Background: an optimization exercise with open tools, aiming at small area and a short achievable clock period. Do not read the settings as production practice. The RTL was checked by simulation tests, not by an equivalence proof against the original design. Power and IR drop assume default switching activity.

$ cat config.mk
export PLATFORM = sky130hd
export DESIGN_NAME = RISCV_pipeline
export DESIGN_NICKNAME = RISCV_pipeline
export VERILOG_FILES = /design/flow/design.v
export SDC_FILE = /design/flow/constraint.sdc
export NUM_CORES = 4
export LEC_CHECK = 0
export CAP_MARGIN = 20
export CORE_MARGIN = 2
export CORE_UTILIZATION = 40
export SLEW_MARGIN = 20
$ cat constraint.sdc
create_clock -name core_clock -period 16.0 [get_ports {clk}]
set_input_delay 3.2000 -clock core_clock [delete_from_list [all_inputs] [get_ports {clk}]]
set_output_delay 3.2000 -clock core_clock [all_outputs]
set_load 0.01 [all_outputs]
$ cat design.v
module RISCV_pipeline ( input rst, input clk,
    output [5:0] mem_addr, output mem_we, output [31:0] mem_wdata, input [31:0] mem_rdata );
reg  [31:0] pc;
reg  [5:0]  addr_q;
reg  [31:0] d_pc, d_inst;                  
reg         x_br, x_mr, x_mw, x_regwr, x_jal, x_jalr;    
reg  [1:0]  x_mtoreg;
reg         x_useimm, x_op10;
reg  [31:0] x_pc, x_r1, x_r2;
reg  [10:0] x_imm_lo;                      
reg         x_imm_s;                       
reg         x_imm_hi;                      
reg  [2:0]  x_f3;
reg         x_in30;
reg  [4:0]  x_shamt, x_rd;
reg         x_fa_m, x_fa_w, x_fb_m, x_fb_w;
reg         m_br, m_mr, m_mw, m_regwr, m_jal, m_jalr;    
reg  [1:0]  m_mtoreg;
reg  [2:0]  m_f3;
reg  [31:0] m_alu, m_r2;
reg  [4:0]  m_rd;
reg         w_regwr;                       
reg  [4:0]  w_rd;
reg  [31:0] w_val;
reg         rst_q;
wire flush    = m_jal | m_jalr | m_br;
wire bubble_f = m_mr | flush;
wire ecall    = ~bubble_f & ~mem_rdata[20] & (mem_rdata[6:0] == 7'b1110011);
wire stall;
wire pc_en    = ~stall & ~m_mr & ~ecall;
wire [31:0] sum;
wire [31:0] pc_seq = pc + 32'd4;
wire [31:0] pc_tgt = m_jal  ? sum :
                     m_jalr ? {sum[31:1], 1'b0} :
                     m_br   ? m_alu : pc_seq;
wire [31:0] pc_nx  = pc_en ? pc_tgt : pc;
always @(posedge clk or posedge rst)
  if (rst) pc <= 32'd0; else pc <= pc_nx;
always @(posedge clk or posedge rst)
  if (rst) d_inst <= 32'd0;
  else if (!stall) d_inst <= bubble_f ? 32'h00000033 : mem_rdata;
always @(posedge clk)
  if (!stall) d_pc <= pc;
wire [4:0] op  = d_inst[6:2];
wire [4:0] rs1 = d_inst[19:15];
wire [4:0] rs2 = d_inst[24:20];
wire [4:0] rd  = d_inst[11:7];
reg c_br, c_mr, c_mw, c_alusrc, c_regwr, c_jal, c_jalr, c_op10;
reg [1:0] c_mtoreg;
always @* begin
  {c_br, c_mr, c_mw, c_alusrc, c_regwr, c_jal, c_jalr, c_op10} = 8'd0;
  c_mtoreg = 2'b00;
  case (op)
    5'b01100: begin c_mtoreg = 2'b01; c_op10 = 1; c_regwr = 1; end                  
    5'b00000: begin c_mr = 1; c_mtoreg = 2'b10; c_alusrc = 1; c_regwr = 1; end      
    5'b01000: begin c_mw = 1; c_alusrc = 1; end                                     
    5'b11000: begin c_br = 1; end                                                   
    5'b11011: begin c_mtoreg = 2'b01; c_alusrc = 1; c_regwr = 1; c_jal = 1; end     
    5'b11001: begin c_alusrc = 1; c_regwr = 1; c_jalr = 1; end                      
    5'b00101: begin c_mtoreg = 2'b11; c_op10 = 1; c_alusrc = 1; c_regwr = 1; end    
    5'b01101: begin c_mtoreg = 2'b11; c_alusrc = 1; c_regwr = 1; end                
    5'b00100: begin c_mtoreg = 2'b01; c_op10 = 1; c_alusrc = 1; c_regwr = 1; end    
    default: ;
  endcase
end
assign stall = x_mr & (x_rd != 5'd0) & ((rs1 == x_rd) | (rs2 == x_rd));
wire kill = stall | flush;
wire        w_we = w_regwr & (w_rd != 5'd0);
reg  [31:0] rf [1:31];
integer i;
always @(posedge clk)
  if (rst_q) begin
    for (i = 1; i < 32; i = i + 1) rf[i] <= 32'd0;
  end else if (w_we)
    rf[w_rd] <= w_val;
always @(posedge clk) rst_q <= rst;
wire [31:0] rf1 = (rs1 == 5'd0) ? 32'd0 : rf[rs1];
wire [31:0] rf2 = (rs2 == 5'd0) ? 32'd0 : rf[rs2];
wire [31:0] r1  = (w_we && w_rd == rs1) ? w_val : rf1;
wire [31:0] r2  = (w_we && w_rd == rs2) ? w_val : rf2;
wire ex_regwr_nx = x_regwr & ~flush;
wire fa_m = ex_regwr_nx & (x_rd != 5'd0) & (x_rd == rs1);
wire fa_w = ~fa_m & m_regwr & (m_rd != 5'd0) & (m_rd == rs1);
wire fb_m = ex_regwr_nx & (x_rd != 5'd0) & (x_rd == rs2);
wire fb_w = ~fb_m & m_regwr & (m_rd != 5'd0) & (m_rd == rs2);
always @(posedge clk or posedge rst)
  if (rst) begin
    {x_br, x_mr, x_mw, x_regwr, x_jal, x_jalr, x_useimm, x_op10} <= 8'd0;
    x_mtoreg <= 2'b00;
  end else if (kill) begin
    {x_br, x_mr, x_mw, x_regwr, x_jal, x_jalr, x_useimm, x_op10} <= 8'd0;
    x_mtoreg <= 2'b00;
  end else begin
    {x_br, x_mr, x_mw, x_regwr, x_jal, x_jalr, x_useimm, x_op10} <=
      {c_br, c_mr, c_mw, c_regwr, c_jal, c_jalr, c_alusrc | c_br, c_op10};
    x_mtoreg <= c_mtoreg;
  end
always @(posedge clk) begin
  x_pc     <= d_pc;
  x_r1     <= r1;
  x_r2     <= r2;
  x_imm_lo <= ~d_inst[5] ? d_inst[30:20] :                            
              d_inst[6] ? {d_inst[7], d_inst[30:25], d_inst[11:8]} :    
                          {d_inst[30:25], d_inst[11:7]};                
  x_imm_s  <= d_inst[31];
  x_imm_hi <= d_inst[5] & d_inst[31];
  x_f3     <= d_inst[14:12];
  x_in30   <= d_inst[30];
  x_shamt  <= rs2;
  x_rd     <= rd;
  x_fa_m   <= fa_m;
  x_fa_w   <= fa_w;
  x_fb_m   <= fb_m;
  x_fb_w   <= fb_w;
end
wire [31:0] imm = {{19{x_imm_hi}}, x_imm_s, x_imm_s, x_imm_lo};
wire a_pc = ~m_jalr & (m_jal | x_br);
wire a_m  = ~m_jalr & ~a_pc & x_fa_m;
wire a_w  = ~m_jalr & ~a_pc & ~x_fa_m & x_fa_w;
wire a_r  = ~a_pc & ~a_m & ~a_w;
wire [31:0] A = ({32{a_pc}} & x_pc) | ({32{a_m}} & m_alu) |
                ({32{a_w}} & w_val) | ({32{a_r}} & x_r1);
wire b_i  = x_useimm | m_jal | m_jalr;
wire b_w  = ~b_i & x_fb_m;                 
wire b_m  = ~b_i & ~x_fb_m & x_fb_w;
wire b_r  = ~b_i & ~x_fb_m & ~x_fb_w;
wire [31:0] B = ({32{b_i}} & imm) | ({32{b_w}} & w_val) |
                ({32{b_m}} & m_alu) | ({32{b_r}} & x_r2);
assign sum = A + B;
wire        slt  = $signed(A) < $signed(B);
wire        sltu = A < B;
wire [31:0] sll  = A << x_shamt;
wire [31:0] srl  = A >> x_shamt;
reg [31:0] res;
always @* begin
  res = sum;
  if (x_op10)
    case (x_f3)
      3'b000: res = sum;
      3'b001: res = x_in30 ? (A & B) : sll;
      3'b010: res = {31'd0, slt};
      3'b011: res = {31'd0, sltu};
      3'b100: res = A ^ B;
      3'b101: res = srl;
      3'b110: res = A | B;
      3'b111: res = A & B;
    endcase
end
always @(posedge clk or posedge rst)
  if (rst) begin
    {m_br, m_mr, m_mw, m_regwr, m_jal, m_jalr} <= 6'd0;
    m_mtoreg <= 2'b00;
    addr_q   <= 6'd0;
  end else begin
    if (flush) begin
      {m_br, m_mr, m_mw, m_regwr, m_jal, m_jalr} <= 6'd0;
      m_mtoreg <= 2'b00;
    end else begin
      {m_br, m_mr, m_mw, m_regwr, m_jal, m_jalr} <= {x_br, x_mr, x_mw, x_regwr, x_jal, x_jalr};
      m_mtoreg <= x_mtoreg;
    end
    addr_q <= (x_mr & ~flush) ? sum[5:0] : pc_nx[7:2];
  end
always @(posedge clk) begin
  m_f3  <= x_f3;
  m_alu <= res;
  m_r2  <= x_r2;
  m_rd  <= x_rd;
end
reg [31:0] ld;
always @* begin
  case (m_f3)
    3'b000: ld = {{24{mem_rdata[7]}}, mem_rdata[7:0]};
    3'b001: ld = {{16{mem_rdata[15]}}, mem_rdata[15:0]};
    3'b100: ld = {24'd0, mem_rdata[7:0]};
    3'b101: ld = {16'd0, mem_rdata[15:0]};
    default: ld = mem_rdata;
  endcase
end
wire [31:0] tgt4 = {pc_tgt[31:2] + 30'd1, pc_tgt[1:0]};
wire [31:0] link = pc_en ? tgt4 : pc_seq;
reg [31:0] wb_nx;
always @* begin
  case (m_mtoreg)
    2'b00: wb_nx = link;
    2'b01: wb_nx = m_alu;
    2'b10: wb_nx = ld;
    default: wb_nx = 32'd0;
  endcase
end
always @(posedge clk or posedge rst)
  if (rst) w_regwr <= 1'b0; else w_regwr <= m_regwr;
always @(posedge clk) begin
  w_rd  <= m_rd;
  w_val <= wb_nx;
end
assign mem_addr  = addr_q;
assign mem_we    = m_mw;
assign mem_wdata = m_r2;
endmodule
$ cat run.sh
#!/bin/bash
# synth_recipe.tcl (not shown) runs the flow's synth.tcl, then flattens the netlist and writes it again
# the make line also repeats each setting of config.mk as NAME=value (left out here)
make -C /OpenROAD-flow-scripts/flow DESIGN_CONFIG=/design/flow/config.mk WORK_HOME=/design/flow/orfs CLKGATE_MAP_FILE= SYNTH_SCRIPT=/design/flow/synth_recipe.tcl finish
==> flow_summary_export.csv <==
group,metric,value,unit
run_status,status,"finished clean",
die,fp.dieW,441.5,um
die,boundaryPins,73,
detailed_routing,first_pass_iters,6,
timing,setup_ws,9.202,ns
grt,track_usage,30.16,%
cells_and_area,utilization,44.77,%
worst_setup_path,crit_type,"reg2reg",
yosys,seq_area_frac_synth,50.47,%
timing,layout_min_cycle_time,6.798,ns
timing,worst_pin_slew,1.299,ns
die,fp-row-count,160,
clocking,cts_root_buf,"clkbuf_16",
timing,slew_headroom,13.42,%
power_and_ir_drop,power.leakage,31.23,nW
cells_and_area,drive_gt1_share,19.05,%
worst_setup_path,crit_fanout,64,
power_and_ir_drop,ir_worst_vdd,0.0001128,V
placed_design,dp_slack,9.314,ns
timing,fmax,147.1,MHz
yosys,yosys_warnings,1,
detailed_routing,routedWlPerCell,34.39,um
die,die_h,441.5,um
cells_and_area,layout_commonest_cell,"edfxtp_1",
yosys,synth_async_sr_flop_share,6.304,%
worst_setup_path,cp.required,16.67,ns
worst_setup_path,ff2ff_setup_slack,9.20,ns
cells_and_area,fill_cells,17024,
detailed_routing,viasPerCell,6.362,
grt,grt_start_max_net_pins,95,
power_and_ir_drop,p_per_area,145.1,nW/um2
timing,skew,0.03514,ns
grt,antenna_found_initial,32,
placed_design,place.gp.congestion,0.9940,
flow_run,cap_violations,0,
timing,drv_slew,0,
placed_design,port-buffer-count,72,
die,core,190200,um2
clocking,cts_buffers,153,
grt,overflow,0,
clocking,post_cts_buffers,0,
detailed_routing,drc,0,
timing,finalHoldViolations,0,
die,initial_utilization,40.25,%
timing,fin_crit_sh,42.49,%
worst_setup_path,r2r_end,"w_val[31]",
worst_setup_path,cp-start-kind,"flop",
timing,rsz0062_at_grt,"no",
clocking,cts_num_sinks,1380,
worst_setup_path,r2r_cells,17,
detailed_routing,dr.first_iter.drc_count,7410,
yosys,netlist-cell-type-count,94,
clocking,clkLatencyLatePin,0.82,ns
cells_and_area,finalInstanceArea,85140,um2
worst_setup_path,cp-end-kind,"flop",
yosys,synth_edf_count,1056,
worst_setup_path,endpoint,"w_val[31]",
placed_design,hpwlAfterDp,191300,um
cells_and_area,final_nets,6109,
cells_and_area,area_growth,11.22,%
yosys,syn_area,76550,um2
clocking,ctsHoldBuffers,0,
clocking,clk_pin_slew,0.06,ns
yosys,ys_seq_elements,1380,
placed_design,dp_cells,8329,
cells_and_area,final_cell_mix,"edfxtp_1, and2_1, mux4_2",
worst_setup_path,crit_path_start,"m_jal",
clocking,cts_buffer_depth,3,
grt,grt_pass1_wl,413100,um
detailed_routing,routed_wl,296400,um
yosys,postSynthAreaPerCell,12.53,um2
worst_setup_path,worstPathArrival,7.47,ns
placed_design,place_area,80070,um2
cells_and_area,stdcell_count,8620,
clocking,cts_tree,"built",
worst_setup_path,rr_startpoint,"m_jal",
yosys,syn_inst,6110,
yosys,ys.flop_type,"edfxtp_1",
timing,tns,0,ns
die,die-area,194900,um2
detailed_routing,detail-route-antenna-nets,0,
worst_hold_path,hp-class,"reg2reg",
timing,setup_viol,0,
worst_hold_path,hp-start,"d_pc[18]",
grt,grt_pass1_vias,53520,
detailed_routing,via_count,54838,
clocking,cts-resized-gates,0,
clocking,htree_levels,4,
==> cell type report <==
type	instances	area, um2	area share (%)
diodes	8	20.02	0.02351
clock buffers	199	4249	4.991
clock inverters	81	774.5	0.9097
inverters	104	392.9	0.4615
multi-input cells	4079	35720	41.95
flip-flops and latches	1380	38680	45.43
well taps	2511	3142	3.690
repair buffers	258	2162	2.539
==> worst min-delay path by stage <==
stage | to | slack, ns | cells past startpoint
6_report | x_pc[18] | 0.32 | 0
2_1_floorplan | x_pc[0] | 0.32 | 0
5_1_grt | x_pc[21] | 0.34 | 0
3_3_place_gp | x_pc[8] | 0.32 | 0
4_1_cts | x_pc[18] | 0.33 | 0
3_5_place_dp | x_pc[19] | 0.33 | 0
==> cells by family after synthesis <==
family | count (synthesis) | synth area share [%]
buf+inv | 682 | 3.426
flops | 1380 | 50.47
compound gates | 1029 | 9.282
simple gates | 1964 | 14.24
fa+ha+maj | 99 | 1.628
mux | 859 | 19.86
other cells | 1 | 0.004899
xor+xnor | 96 | 1.098
==> registers in the layout, summed over array words and instances (netlist names), 2 cells and up <==
signal / cells
rf: 1024
d_pc: 32
m_alu: 32
m_r2: 32
pc: 32
w_val: 32
x_pc: 32
x_r1: 32
x_r2: 32
d_inst: 30
x_imm_lo: 11
addr_q: 6
m_rd: 5
w_rd: 5
x_rd: 5
x_shamt: 5
m_f3: 3
x_f3: 3
m_mtoreg: 2
x_mtoreg: 2
==> routing by layer <==
metal  track usage, %  vias to the layer above  wire length, um
met1            39.89                    28084           113900
met2            45.83                     3279           132600
met3            6.904                      693            30980
met4            16.85                        4            18940
li1                 -                    22778                -
met5                0                        -               31
==> worst max-delay path, stage by stage, from the launching register on <==
cell	delay [ns]
dfrtp_1	0.32
buf_4	0.49
or3_1	0.84
nor3_2	0.05
buf_4	0.26
a221o_1	0.38
ha_1	0.30
fa_1	0.49
a21o_1	0.19
a221oi_1	0.55
o21ai_0	0.22
xor2_1	0.35
a22oi_1	0.24
or4_4	0.62
nor4_1	0.63
and3_1	0.41
and4_1	0.22
o31ai_1	0.07
==> report_power, final <==
part | switching (mW) | internal [mW] | total [mW]
logic | 2.52 | 1.31 | 3.82
clock network | 1.53 | 2.06 | 3.59
registers | 0.622 | 4.32 | 4.94
==> through the flow <==
step                hold WS, ns  power, mW
floorplan                0.3233      6.961
finish                   0.3223      12.35
global route             0.3395      12.69
detailed placement       0.3269      8.674
global placement         0.3240      8.665
CTS                      0.3259      12.24
==> synthesized netlist by cell type (all sizes together), types with 103 or more instances <==
library cell / n / area, um2
a21oi: 188 / 944.7
and2: 1006 / 6294
buf: 122 / 520.5
clkbuf: 456 / 1712
dfxtp: 237 / 4745
edfxtp: 1056 / 31710
inv: 103 / 386.6
mux2i: 245 / 2452
mux4: 518 / 11670
nand2: 380 / 1426
nor2: 240 / 903.4
o21ai: 270 / 1359

[afterwards: timing with drivers on the ports]
The results above use ideal ports. As a check the final layout listed here was re-extracted and re-timed, cells and wires unchanged.
Step 1: set_driving_cell puts a clkbuf_16 on clk and a buf_2 on each other input, an assumption about the parent block.
Step 2 adds t to the input delays and takes it off the output delays; t is the mean of the earliest and latest rising clock arrival at the registers after step 1. Input paths then give back, and output paths get back, about the clock's delay inside the block.
Three values: ideal ports, drivers, drivers and shift; two values: the first two.
t (ns): 0.885
setup slack, ns: 9.202 / 9.202 / 9.202
worst hold slack (ns): 0.322 / 0.322 / 0.322
worst register clock-pin slew, ns: 0.07 / 0.07
worst slew at a driven data input, ns: 0.10
After both steps setup and hold are still met in this run. For this run, drivers alone change the setup slack by 0.000 ns; drivers and shift together by 0.000 ns.
